From an optimization exercise on the open Yosys and OpenROAD flow, aimed at small area; shortcuts taken in it are not production practice.
Only simulation tests tie the RTL to the original design; equivalence was not proved.
The clock port is modelled as an ideal driver, which makes a skipped or thinned clock tree look cheaper than it is; a real chip needs a root buffer or a tree.
No activity file was given, so power comes from the tool's default toggle rates.

Setup of job 5939:
==> flow/design.v <==
module top #(
    parameter int INC_DEC_INTERVAL = 10_000,
    parameter int INC_DEC_MAX      = 200,
    parameter int STATE_COUNT      = 6,
    parameter int PWM_INTERVAL     = 1200,
    parameter int STEP_VAL         = (PWM_INTERVAL / INC_DEC_MAX) > 0
                                   ? (PWM_INTERVAL / INC_DEC_MAX) : 1
) (
    input  logic clk,
    input  logic SW,
    output logic RGB_R,
    output logic RGB_G,
    output logic RGB_B,
    output logic LED
);
    wire rst_n = SW;
    logic [2:0] p1;        
    logic [7:0] p6;        
    logic [4:0] blk;       
    logic [7:0] J;         
    logic       par;       
    logic [1:0] k;         
    wire p1_1 = ~p1[1] &  p1[0];
    wire p1_3 =  p1[2] &  p1[0];
    wire p1_5 =  p1[2] & ~p1[1];
    wire blk_end = (p6 == 8'd66  && p1_3) ||
                   (p6 == 8'd133 && p1_1) ||
                   (p6 == 8'd199 && p1_5);
    wire tick    = blk_end && blk == 5'd31;
    wire odd     = par;
    wire last    = odd ? (J == 8'd1) : (J == 8'd199);
    wire start   = k[1] & k[0];
    always_ff @(posedge clk or negedge rst_n)
        if (!rst_n) begin
            p1      <= '0;
            p6      <= '0;
            blk     <= 5'd7;
            J       <= '0;
            par     <= 1'b0;
            k       <= 2'b11;
        end else begin
            p1 <= {p1[1:0], ~p1[2]};
            if (p1_5)
                p6 <= (p6 == 8'd199) ? 8'd0 : p6 + 8'd1;
            if (blk_end)
                blk <= (blk == 5'd31) ? 5'd7 : blk + 5'd1;
            if (tick) begin
                J <= odd ? J - 8'd1 : J + 8'd1;
                if (last)
                    par <= ~par;
                if (last || start)
                    k <= {k[0] & ~k[1], ~(k[1] | k[0])};
            end
        end
    wire ramp = p6 < J;
    wire k0 = ~(k[1] ^ k[0]);
    wire k1 = k[0] & ~k[1];
    wire k2 = k[1] & ~k[0];
    wire on_g = k0 ? ramp : (k1 ?  par : ~par);
    wire on_r = k1 ? ramp : (k2 ?  par : ~par & ~k[0]);
    wire on_b = k2 ? ramp : (k0 ?  par : ~par);
    assign RGB_R = ~on_r;
    assign RGB_G = ~on_g;
    assign RGB_B = ~on_b;
    assign LED   = 1'b1;
endmodule
==> flow/config.mk <==
export PLATFORM = sky130hd
export DESIGN_NAME = top
export DESIGN_NICKNAME = top
export VERILOG_FILES = /design/flow/design.v
export SDC_FILE = /design/flow/constraint.sdc
export NUM_CORES = 4
export LEC_CHECK = 0
export CAP_MARGIN = 0
export CORE_MARGIN = 2
export CORE_UTILIZATION = 75
export SLEW_MARGIN = 0
==> flow/constraint.sdc <==
create_clock -name core_clock -period 10.0 [get_ports {clk}]
set_input_delay 2.0000 -clock core_clock [delete_from_list [all_inputs] [get_ports {clk}]]
set_output_delay 2.0000 -clock core_clock [all_outputs]
set_load 0.01 [all_outputs]
standard.sh (not shown) runs the stock make flow with config.mk's settings and CLKGATE_MAP_FILE= SYNTH_SCRIPT=/design/flow/synth_recipe.tcl, a recipe that flattens the netlist after the stock synthesis.
==> flow/flow/run.sh <==
#!/bin/bash
# Layout flow: the standard synthesis, then an area-oriented re-synthesis
# of the combinational logic only (registers untouched: same names and
# cells), then the standard layout from floorplan to finish, with small
# port buffers and a flat clock tree of a few buffers.
set -euo pipefail
HERE=$(pwd)
RESYN_TIME=20
RESYN_ROUNDS="1 2 3 4 5 6 7 8"
CLOCK_BUF_CELL=sky130_fd_sc_hd__clkbuf_8
CLOCK_BUF_COUNT=2
[[ -f flow/settings.sh ]] && source flow/settings.sh
export CLOCK_BUF_CELL CLOCK_BUF_COUNT
R=$HERE/orfs/results/$FLOW_PLATFORM/top/base
YOSYS=$FLOW_HOME/../tools/install/yosys/bin/yosys
LIB=$FLOW_HOME/platforms/sky130hd/lib/sky130_fd_sc_hd__tt_025C_1v80.lib

bash standard.sh synth > std_synth.log 2>&1
cp $R/1_2_yosys.v $HERE/std_netlist.v

# Re-synthesise the combinational logic with several random seeds; keep the smallest.
DU=$(grep -o -- "-dont_use [^ ]*" $HERE/orfs/logs/$FLOW_PLATFORM/top/base/1_2_yosys.log | sort -u | tr '\n' ' ')
resyn() {
  local s=$1
  echo "strash; &get -n; &deepsyn -T $RESYN_TIME -S $s; &put; dch -f; amap" > resyn_$s.abc
  cat > resyn_$s.ys <<EOT
read_liberty -ignore_miss_func $LIB
read_verilog $HERE/std_netlist.v
hierarchy -top $FLOW_TOP
setattr -set keep_hierarchy 1 t:sky130_fd_sc_hd__df* t:sky130_fd_sc_hd__conb_1
flatten
delete t:\$scopeinfo
abc -liberty $LIB $DU -script $HERE/resyn_$s.abc
opt_clean -purge
tee -o resyn_$s.stat stat -liberty $LIB
select $FLOW_TOP
write_verilog -noattr -nohex -nodec -selected resyn_$s.v
EOT
  $YOSYS -s resyn_$s.ys > resyn_$s.log 2>&1 || true
}
n=0
for s in $RESYN_ROUNDS; do
  resyn $s &
  n=$((n+1)); if (( n % ${NUM_CORES:-4} == 0 )); then wait; fi
done
wait
best=""; bestA=""
for s in $RESYN_ROUNDS; do
  a=$(grep "Chip area for module" resyn_$s.stat 2>/dev/null | awk '{print $NF}') || true
  [[ -n "$a" ]] || continue
  echo "seed $s area $a" >> resyn_choice.txt
  if [[ -z "$bestA" ]] || awk -v a=$a -v b=$bestA 'BEGIN{exit !(a<b)}'; then best=$s; bestA=$a; fi
done
echo "best seed $best area $bestA" >> resyn_choice.txt
if [[ -n "$best" ]]; then
  cp resyn_$best.v $R/1_2_yosys.v
  rm -f $R/1_synth.odb $R/1_synth.sdc
fi

bash standard.sh "BUFFER_PORTS_ARGS=-buffer_cell sky130_fd_sc_hd__buf_1" \
  "POST_CTS_TCL=$HERE/flow/post_cts.tcl" finish > std_finish.log 2>&1
==> flow/flow/settings.sh <==
RESYN_ROUNDS="2"
CLOCK_BUF_CELL=sky130_fd_sc_hd__clkbuf_4
CLOCK_BUF_COUNT=3
Other scripts of this flow, unchanged in this note and not shown: flow/flow/clockbuf.tcl, flow/flow/post_cts.tcl
Job 5939 ran to completion and came out clean on the timing, design-rule and antenna checks.
Input changes introduced in job 3288 (baseline for comparison: job 5939):
Settings: SLEW_MARGIN: 0 -> 20; CORE_UTILIZATION: 75 -> 40; CAP_MARGIN: 0 -> 20.
removed: flow/flow/settings.sh
### Flow results
Reported for job 5939 and job 3288, number of antenna violations at the first check in global routing turned out identical to the last digit. Comparing job 5939 and job 3288, ratio of final minimum period to clock period is higher on job 5939. Re area of the core: job 3288 is 96% up on job 5939.
#### Input delta (job 5756 over job 3288)
Settings: CORE_UTILIZATION changed from 40 to 75; SLEW_MARGIN changed from 20 to 0; CAP_MARGIN changed from 20 to 0.
diff --git a/flow/flow/run.sh b/flow/flow/run.sh
--- a/flow/flow/run.sh
+++ b/flow/flow/run.sh
@@ -9 +9 @@
-RESYN_ROUNDS="1 2 3 4 5 6 7 8"
+RESYN_ROUNDS="1 2 3 4 5 6 7 8 9 10 11 12 13 14 15 16"
@@ -11,0 +12 @@
+INPUT_BUF_CELL=sky130_fd_sc_hd__buf_2
@@ -13 +14 @@
-export CLOCK_BUF_CELL CLOCK_BUF_COUNT
+export CLOCK_BUF_CELL CLOCK_BUF_COUNT INPUT_BUF_CELL
@@ -60 +61,2 @@
-bash standard.sh "BUFFER_PORTS_ARGS=-buffer_cell sky130_fd_sc_hd__buf_1" \
+bash standard.sh "BUFFER_PORTS_ARGS=-outputs -buffer_cell sky130_fd_sc_hd__buf_1" \
+  "PRE_GLOBAL_PLACE_TCL=$HERE/flow/pre_place.tcl" \
==> flow/flow/pre_place.tcl (new file) <==
# Runs before ORFS's global placement (PRE_GLOBAL_PLACE_TCL): buffer the input
# ports with a cell strong enough to drive the reset net; ORFS then buffers
# the output ports with BUFFER_PORTS_ARGS.
buffer_ports -inputs -buffer_cell $::env(INPUT_BUF_CELL)
==> flow/flow/settings.sh (new file) <==
RESYN_ROUNDS="2"
CLOCK_BUF_CELL=sky130_fd_sc_hd__clkbuf_4
CLOCK_BUF_COUNT=3
Notes after the runs:
- Relative to job 3288, number of global-route vias before repair increased by 4.0% in job 5756.
- [compare] base=job 3288 new=job 5756: synthesized area shows no meaningful change; final core utilization saw an increase; total met2 wirelength after detailed routing higher.
- Job 5756 reports a higher final hold slack than job 3288 does.
- Largest clock skew in the final design for job 5756 is higher than for job 3288.
Inputs modified between job 5756 and job 1725:
diff --git a/flow/flow/run.sh b/flow/flow/run.sh
--- a/flow/flow/run.sh
+++ b/flow/flow/run.sh
@@ -9 +9 @@
-RESYN_ROUNDS="1 2 3 4 5 6 7 8 9 10 11 12 13 14 15 16"
+RESYN_ROUNDS="1 2 3 4 5 6 7 8"
@@ -12 +11,0 @@
-INPUT_BUF_CELL=sky130_fd_sc_hd__buf_2
@@ -14 +13 @@
-export CLOCK_BUF_CELL CLOCK_BUF_COUNT INPUT_BUF_CELL
+export CLOCK_BUF_CELL CLOCK_BUF_COUNT
@@ -61,2 +60 @@
-bash standard.sh "BUFFER_PORTS_ARGS=-outputs -buffer_cell sky130_fd_sc_hd__buf_1" \
-  "PRE_GLOBAL_PLACE_TCL=$HERE/flow/pre_place.tcl" \
+bash standard.sh "BUFFER_PORTS_ARGS=-buffer_cell sky130_fd_sc_hd__buf_1" \
==> flow/flow/settings.sh <==
RESYN_ROUNDS="2"
CLOCK_BUF_CELL=sky130_fd_sc_hd__clkbuf_16
CLOCK_BUF_COUNT=1
removed: flow/flow/pre_place.tcl
Results
Against job 5756, wire length of the first global-routing pass in job 1725 came out worse.
Time the final worst path needs with I/O delays and setup delta (job 1725 − job 5756): favourable
Min via count across job 1725 and job 5756: job 5756
Compared with job 5756, in job 1725 sequential share of layout area moved down; register-to-register slack moved down; clock network power share moved up; final routed wire length divided by cell count moved up.
[compare] base=job 5756 new=job 1725: number of global-route vias before repair grew by 67, setup slack at placement now sits higher, final cell count level.
Reported for job 1725 and job 5756, well-tap cell count turned out identical to the last digit.
Setup changes, job 1725 to job 6753
Settings: an added GPL_TIMING_DRIVEN of 0.
==> flow/flow/settings.sh <==
RESYN_ROUNDS="2"
CLOCK_BUF_CELL=sky130_fd_sc_hd__clkbuf_4
CLOCK_BUF_COUNT=3
### Flow results
In summary, job 6753 completed successfully, with a layout that passed the timing, design-rule and antenna checks.
Looking only at number of fillers in the final layout, and setting everything else aside, the higher value of job 6753 and job 1725 goes to job 1725.
Clock skew, job 6753 and job 1725: smaller value in job 1725
Going from job 1725 to job 6753, worst hold slack increased 0.014 ns, via total after detailed routing decreased 28, area added between synthesis and finish decreased 0.29 points, core footprint essentially unchanged.
Higher portion of total power attributed to the clock network goes to job 6753 over job 1725.
First-iteration DRC count of job 6753 falls short of that of job 1725 by more than 10%.
No run of this note takes its clock network from TritonCTS; it comes from the design's own scripts or RTL.


// top: RTL as listed in full above, without the edits since
==> flow/config.mk <==
export PLATFORM = sky130hd
export DESIGN_NAME = top
export DESIGN_NICKNAME = top
export VERILOG_FILES = /design/flow/design.v
export SDC_FILE = /design/flow/constraint.sdc
export NUM_CORES = 4
export LEC_CHECK = 0
export CAP_MARGIN = 0
export CORE_AREA = 2 2 60 60
export DIE_AREA = 0 0 62 62
export PLACE_DENSITY = 0.85
export SLEW_MARGIN = 0
==> flow/constraint.sdc <==
create_clock -name core_clock -period 10.0 [get_ports {clk}]
set_input_delay 2.0000 -clock core_clock [delete_from_list [all_inputs] [get_ports {clk}]]
set_output_delay 2.0000 -clock core_clock [all_outputs]
set_load 0.01 [all_outputs]
==> flow/flow/run.sh <==
#!/bin/bash
# Layout flow: the standard synthesis; then an iterated, area-oriented
# re-synthesis of the combinational logic only (registers untouched: same
# names and cells); then the standard layout from floorplan to finish,
# with small port buffers and a flat clock tree of a few buffers.
set -euo pipefail
HERE=$(pwd)
RESYN_ROUNDS=8
RESYN_PAR=${NUM_CORES:-4}
RESYN_TIME=20
CLOCK_BUF_CELL=sky130_fd_sc_hd__clkbuf_4
CLOCK_BUF_COUNT=3
INPUT_BUF_CELL=sky130_fd_sc_hd__buf_2
[[ -f flow/settings.sh ]] && source flow/settings.sh
export CLOCK_BUF_CELL CLOCK_BUF_COUNT INPUT_BUF_CELL
R=$HERE/orfs/results/$FLOW_PLATFORM/top/base
export YOSYS=$FLOW_HOME/../tools/install/yosys/bin/yosys
export LIB=$FLOW_HOME/platforms/$FLOW_PLATFORM/lib/sky130_fd_sc_hd__tt_025C_1v80.lib
export TOP=$FLOW_TOP

bash standard.sh synth > std_synth.log 2>&1
cp $R/1_2_yosys.v $HERE/std_netlist.v

# Same dont-use list as the standard synthesis gave ABC.
export DU=$(grep -o -- "-dont_use [^ ]*" $HERE/orfs/logs/$FLOW_PLATFORM/top/base/1_2_yosys.log | sort -u | tr '\n' ' ')
bash flow/resyn.sh $HERE/std_netlist.v $HERE/resyn_netlist.v $HERE/resyn $RESYN_ROUNDS $RESYN_PAR $RESYN_TIME > resyn.log 2>&1
cp $HERE/resyn/choice.txt resyn_choice.txt
if grep -q "^module $FLOW_TOP" $HERE/resyn_netlist.v; then
  cp $HERE/resyn_netlist.v $R/1_2_yosys.v
  rm -f $R/1_synth.odb $R/1_synth.sdc
fi

bash standard.sh "BUFFER_PORTS_ARGS=-outputs -buffer_cell sky130_fd_sc_hd__buf_1" \
  "PRE_GLOBAL_PLACE_TCL=$HERE/flow/pre_place.tcl" \
  "POST_CTS_TCL=$HERE/flow/post_cts.tcl" finish > std_finish.log 2>&1
==> flow/flow/settings.sh <==
RESYN_ROUNDS=12
Other scripts of this flow, unchanged in this note and not shown: flow/flow/clockbuf.tcl, flow/flow/post_cts.tcl, flow/flow/pre_place.tcl, flow/flow/resyn.sh
The first run completed with no timing, DRC or antenna violations.
Edit:
Settings changed: CORE_AREA 2 2 60 60 to not set, CORE_MARGIN set to 2, CORE_UTILIZATION set to 75, DIE_AREA 0 0 62 62 to not set, PLACE_DENSITY 0.85 to not set.
removed: flow/flow/settings.sh
Effect: Worst setup slack degrades by 0.0040 ns; die area shrinks by 46%; sequential power is about the same; register-to-register slack degrades by 0.12 ns; area after synthesis does not change; clock skew grows by 0.0090 ns; final cell count shrinks by 15%; wire length grows by 8.3%; power barely changes.
No run of this note takes its clock network from TritonCTS; it comes from the design's own scripts or RTL.


Starts from the design.v that is shown in full above.
Settings: LEC_CHECK=0, CAP_MARGIN=0, CORE_MARGIN=2, CORE_UTILIZATION=40, PLACE_DENSITY=0.85, SLEW_MARGIN=0; clock period 10.0 ns.
==> flow/flow/settings.sh <==
RESYN_ROUNDS=2
Scripts as last shown in full above: flow/flow/run.sh
Other scripts of this flow, unchanged in this note and not shown: flow/flow/clockbuf.tcl, flow/flow/post_cts.tcl, flow/flow/pre_place.tcl, flow/flow/resyn.sh
The starting point passed the timing, design-rule and antenna checks.
Rerun with:
==> flow/flow/settings.sh (replaced) <==
RESYN_ROUNDS=2
CLOCK_BUF_CELL=sky130_fd_sc_hd__clkbuf_16
CLOCK_BUF_COUNT=1
--- a/flow/config.mk
+++ b/flow/config.mk
@@ -11 +10,0 @@
-export PLACE_DENSITY = 0.85
Effect: Worst setup slack gets better by 17 ps. Wire length increases by about 4.5%. Clock skew decreases by 4.4 ps. Via count decreases by about 2.1%. Global-route usage increases by 1.1 points. Power increases by about 2.3%. Utilization is about the same. Cell count decreases by about 1%. Sequential cell count is unchanged. Worst hold slack gets worse by 6.1 ps. Synthesized area does not change.
No run of this note takes its clock network from TritonCTS; it comes from the design's own scripts or RTL.


job 4872:
Another version of the RTL of top (not shown whole).
Size: about 150 cells after synthesis, about 6 I/O pins, roughly 1300 µm² of cells after synthesis.
// top
module top #(
    parameter int INC_DEC_INTERVAL = 10_000,
    parameter int INC_DEC_MAX      = 200,
    parameter int STATE_COUNT      = 6,
    parameter int PWM_INTERVAL     = 1200,
    parameter int STEP_VAL         = (PWM_INTERVAL / INC_DEC_MAX) > 0
                                   ? (PWM_INTERVAL / INC_DEC_MAX) : 1
) (
    input  logic clk,
    input  logic SW,
    output logic RGB_R,
    output logic RGB_G,
    output logic RGB_B,
    output logic LED
);
    wire rst_n = SW;
    logic [2:0] p1;        
    logic [7:0] p6;        
    logic [4:0] blk;       
    logic [7:0] J;         
    logic       par;       
    logic [1:0] k;         
    wire p1_1 = ~p1[1] &  p1[0];
    wire p1_3 =  p1[2] &  p1[0];
    wire p1_5 =  p1[2] & ~p1[1];
    wire blk_end = (p6 == 8'd66  && p1_3) ||
                   (p6 == 8'd133 && p1_1) ||
                   (p6 == 8'd199 && p1_5);
    wire tick    = blk_end && blk == 5'd24;
    wire odd     = par;
    wire last    = odd ? (J == 8'd1) : (J == 8'd199);
    wire start   = k[1] & k[0];
    always_ff @(posedge clk or negedge rst_n)
        if (!rst_n) begin
            p1      <= '0;
            p6      <= '0;
            blk     <= '0;
            J       <= '0;
            par     <= 1'b0;
            k       <= 2'b11;
        end else begin
            p1 <= {p1[1:0], ~p1[2]};
            if (p1_5)
  ...
Settings: LEC_CHECK=0, CAP_MARGIN=20, CORE_MARGIN=2, CORE_UTILIZATION=40, CTS_BUF_LIST=sky130_fd_sc_hd__clkbuf_16, CTS_CLUSTER_DIAMETER=200, CTS_CLUSTER_SIZE=30, SLEW_MARGIN=20; clock period 10.0 ns.
==> flow/flow/run.sh <==
#!/bin/bash
# Layout flow: the standard synthesis, then an area-oriented re-synthesis
# of the combinational logic only (registers untouched, same names and cells),
# then the standard layout from floorplan to finish.
set -euo pipefail
HERE=$(pwd)
MAKE_ARGS=()
[[ -f flow/settings.sh ]] && source flow/settings.sh
R=$HERE/orfs/results/$FLOW_PLATFORM/top/base
YOSYS=$FLOW_HOME/../tools/install/yosys/bin/yosys
LIB=$FLOW_HOME/platforms/sky130hd/lib/sky130_fd_sc_hd__tt_025C_1v80.lib

bash standard.sh synth > std_synth.log 2>&1
cp $R/1_2_yosys.v $HERE/std_netlist.v

# Re-synthesise the combinational logic with a few random seeds, keep the smallest.
DU=$(grep -o -- "-dont_use [^ ]*" $HERE/orfs/logs/$FLOW_PLATFORM/top/base/1_2_yosys.log | sort -u | tr '\n' ' ')
SEEDS="${RESYN_SEEDS:-1 2 3 4}"
for s in $SEEDS; do
  echo "strash; &get -n; &deepsyn -T ${RESYN_TIME:-90} -S $s; &put; dch -f; amap" > resyn_$s.abc
  cat > resyn_$s.ys <<EOT
read_liberty -ignore_miss_func $LIB
read_verilog $HERE/std_netlist.v
hierarchy -top $FLOW_TOP
setattr -set keep_hierarchy 1 t:sky130_fd_sc_hd__df* t:sky130_fd_sc_hd__conb_1
flatten
delete t:\$scopeinfo
abc -liberty $LIB $DU -script $HERE/resyn_$s.abc
opt_clean -purge
tee -o resyn_$s.stat stat -liberty $LIB
select $FLOW_TOP
write_verilog -noattr -nohex -nodec -selected resyn_$s.v
EOT
  $YOSYS -s resyn_$s.ys > resyn_$s.log 2>&1 &
done
wait
best=""; bestA=""
for s in $SEEDS; do
  a=$(grep "Chip area for module" resyn_$s.stat | awk '{print $NF}') || true
  [[ -n "$a" ]] || continue
  if [[ -z "$bestA" ]] || awk -v a=$a -v b=$bestA 'BEGIN{exit !(a<b)}'; then best=$s; bestA=$a; fi
done
echo "best seed $best area $bestA" > resyn_choice.txt
cp resyn_$best.v $R/1_2_yosys.v
rm -f $R/1_synth.odb $R/1_synth.sdc

bash standard.sh "${MAKE_ARGS[@]}" finish > std_finish.log 2>&1
==> flow/flow/settings.sh <==
RESYN_TIME=20
Inputs modified between job 4872 and job 3274:
-- flow/config.mk --
<<< job 4872, line 10
export CORE_UTILIZATION = 40
export CTS_BUF_LIST = sky130_fd_sc_hd__clkbuf_16
export CTS_CLUSTER_DIAMETER = 200
export CTS_CLUSTER_SIZE = 30
export SLEW_MARGIN = 20
>>> job 3274, line 10
export CORE_UTILIZATION = 40
export CTS_BUF_LIST = sky130_fd_sc_hd__clkbuf_8
export SLEW_MARGIN = 20
==> comparison <==
- Re critical path depth: no difference whatsoever between job 4872 and job 3274.
- Taking job 4872 as the reference point, the global-route usage of job 3274 falls by 0.18 points.
- Taking job 4872 as the reference point, the clock share of power of job 3274 falls by 8.8 points.
- Compared with job 4872, job 3274 shows sequential share of layout area higher by 1.1 points.
- [compare] base=job 4872 new=job 3274: post-route met1 wirelength decreased by 3.3% relative to the old numbers, post-route clock period utilization decreased by 0.66 points relative to the old numbers.
- The final period demand of the worst path of job 3274 was superior to that of job 4872.
- In job 3274 the combinational group share of total power turned out 0.2 points higher than in job 4872.
- Taking job 4872 as the reference point, the wire length per cell after detailed routing of job 3274 falls by 1.7%.
For job 3336, these inputs were changed with respect to job 3274:
==> flow/flow/settings.sh <==
RESYN_TIME=20
MAKE_ARGS=("BUFFER_PORTS_ARGS=-buffer_cell sky130_fd_sc_hd__buf_1")
[summary]
Relative to job 3274, post-layout worst setup margin increased by 0.27 ns in job 3336.
Re height of the die: no difference whatsoever between job 3336 and job 3274.
The fraction of standard cell area in multi-input logic number comes out lower for job 3274 vs job 3336.
Summary of job 3336 over job 3274: total power up about 1.9%, share of the core filled with cells in the final layout lower, detailed-route wire length shrank by about 1.1%.
Status: combinational cell fraction of total power parity (job 3336, job 3274)
Input-level comparison between job 4204 and job 3336:
==> flow/flow/settings.sh <==
MAKE_ARGS=("BUFFER_PORTS_ARGS=-buffer_cell sky130_fd_sc_hd__buf_1")
Re multi-input logic cell count: no difference whatsoever between job 3336 and job 4204.
Re routed metal-1 wire length: no difference whatsoever between job 4204 and job 3336.
Re detailed-route via count: no difference whatsoever between job 4204 and job 3336.
Diff job 4204..job 3336 | vertical die dimension | unchanged

[separate check: timing with driven ports]
The flow's constraints put no driver on any port. The routed layouts listed below were extracted and timed again, unchanged, in two steps.
Step 1 (the two cells are an assumption about what drives the block):
set clk [get_ports {clk}]
set_driving_cell -lib_cell sky130_fd_sc_hd__clkbuf_16 $clk
set_driving_cell -lib_cell sky130_fd_sc_hd__buf_2 [delete_from_list [all_inputs] $clk]
Step 2, shift: input delay + t, output delay - t, t = (earliest + latest rising clock arrival at the registers) / 2. This alone moves slack from input paths to output paths.
a / b / c = ideal ports / drivers / drivers and shift; a / b = the first two.
| run | t (ns) | setup slack, ns | slew at the worst register clock pin (ns) | worst slew at a driven data input, ns | cell pins on the clock port's net |
|---|---|---|---|---|---|
| job 5939 | 0.183 | 5.685 / 5.653 / 5.836 | 0.09 / 0.09 | 0.03 | 3 |
| job 3288 | 0.176 | 5.747 / 5.715 / 5.891 | 0.09 / 0.09 | 0.03 | 2 |
| job 5756 | 0.183 | 5.607 / 5.577 / 5.760 | 0.10 / 0.10 | 0.58 | 3 |
| job 1725 | 0.185 | 5.652 / 5.624 / 5.809 | 0.10 / 0.10 | 0.03 | 1 |
| job 6753 | 0.193 | 5.388 / 5.357 / 5.550 | 0.12 / 0.12 | 0.03 | 3 |
| the first run of note 2 | 0.188 | 5.709 / 5.673 / 5.861 | 0.09 / 0.09 | 0.58 | 3 |
| the second run of note 2 | 0.182 | 5.705 / 5.674 / 5.856 | 0.10 / 0.10 | 0.56 | 3 |
| the first run of note 3 | 0.191 | 5.680 / 5.648 / 5.839 | 0.10 / 0.10 | 0.58 | 3 |
| the second run of note 3 | 0.190 | 5.698 / 5.669 / 5.858 | 0.10 / 0.10 | 0.58 | 1 |
| job 4872 | 0.283 | 5.301 / 5.273 / 5.557 | 0.07 / 0.07 | 0.03 | 1 |
| job 3274 | 0.294 | 5.368 / 5.344 / 5.639 | 0.09 / 0.09 | 0.03 | 1 |
| job 3336 | 0.299 | 5.636 / 5.613 / 5.912 | 0.10 / 0.10 | 0.03 | 1 |
| job 4204 | 0.299 | 5.636 / 5.613 / 5.912 | 0.10 / 0.10 | 0.03 | 1 |
After both steps every run listed still meets setup and hold.
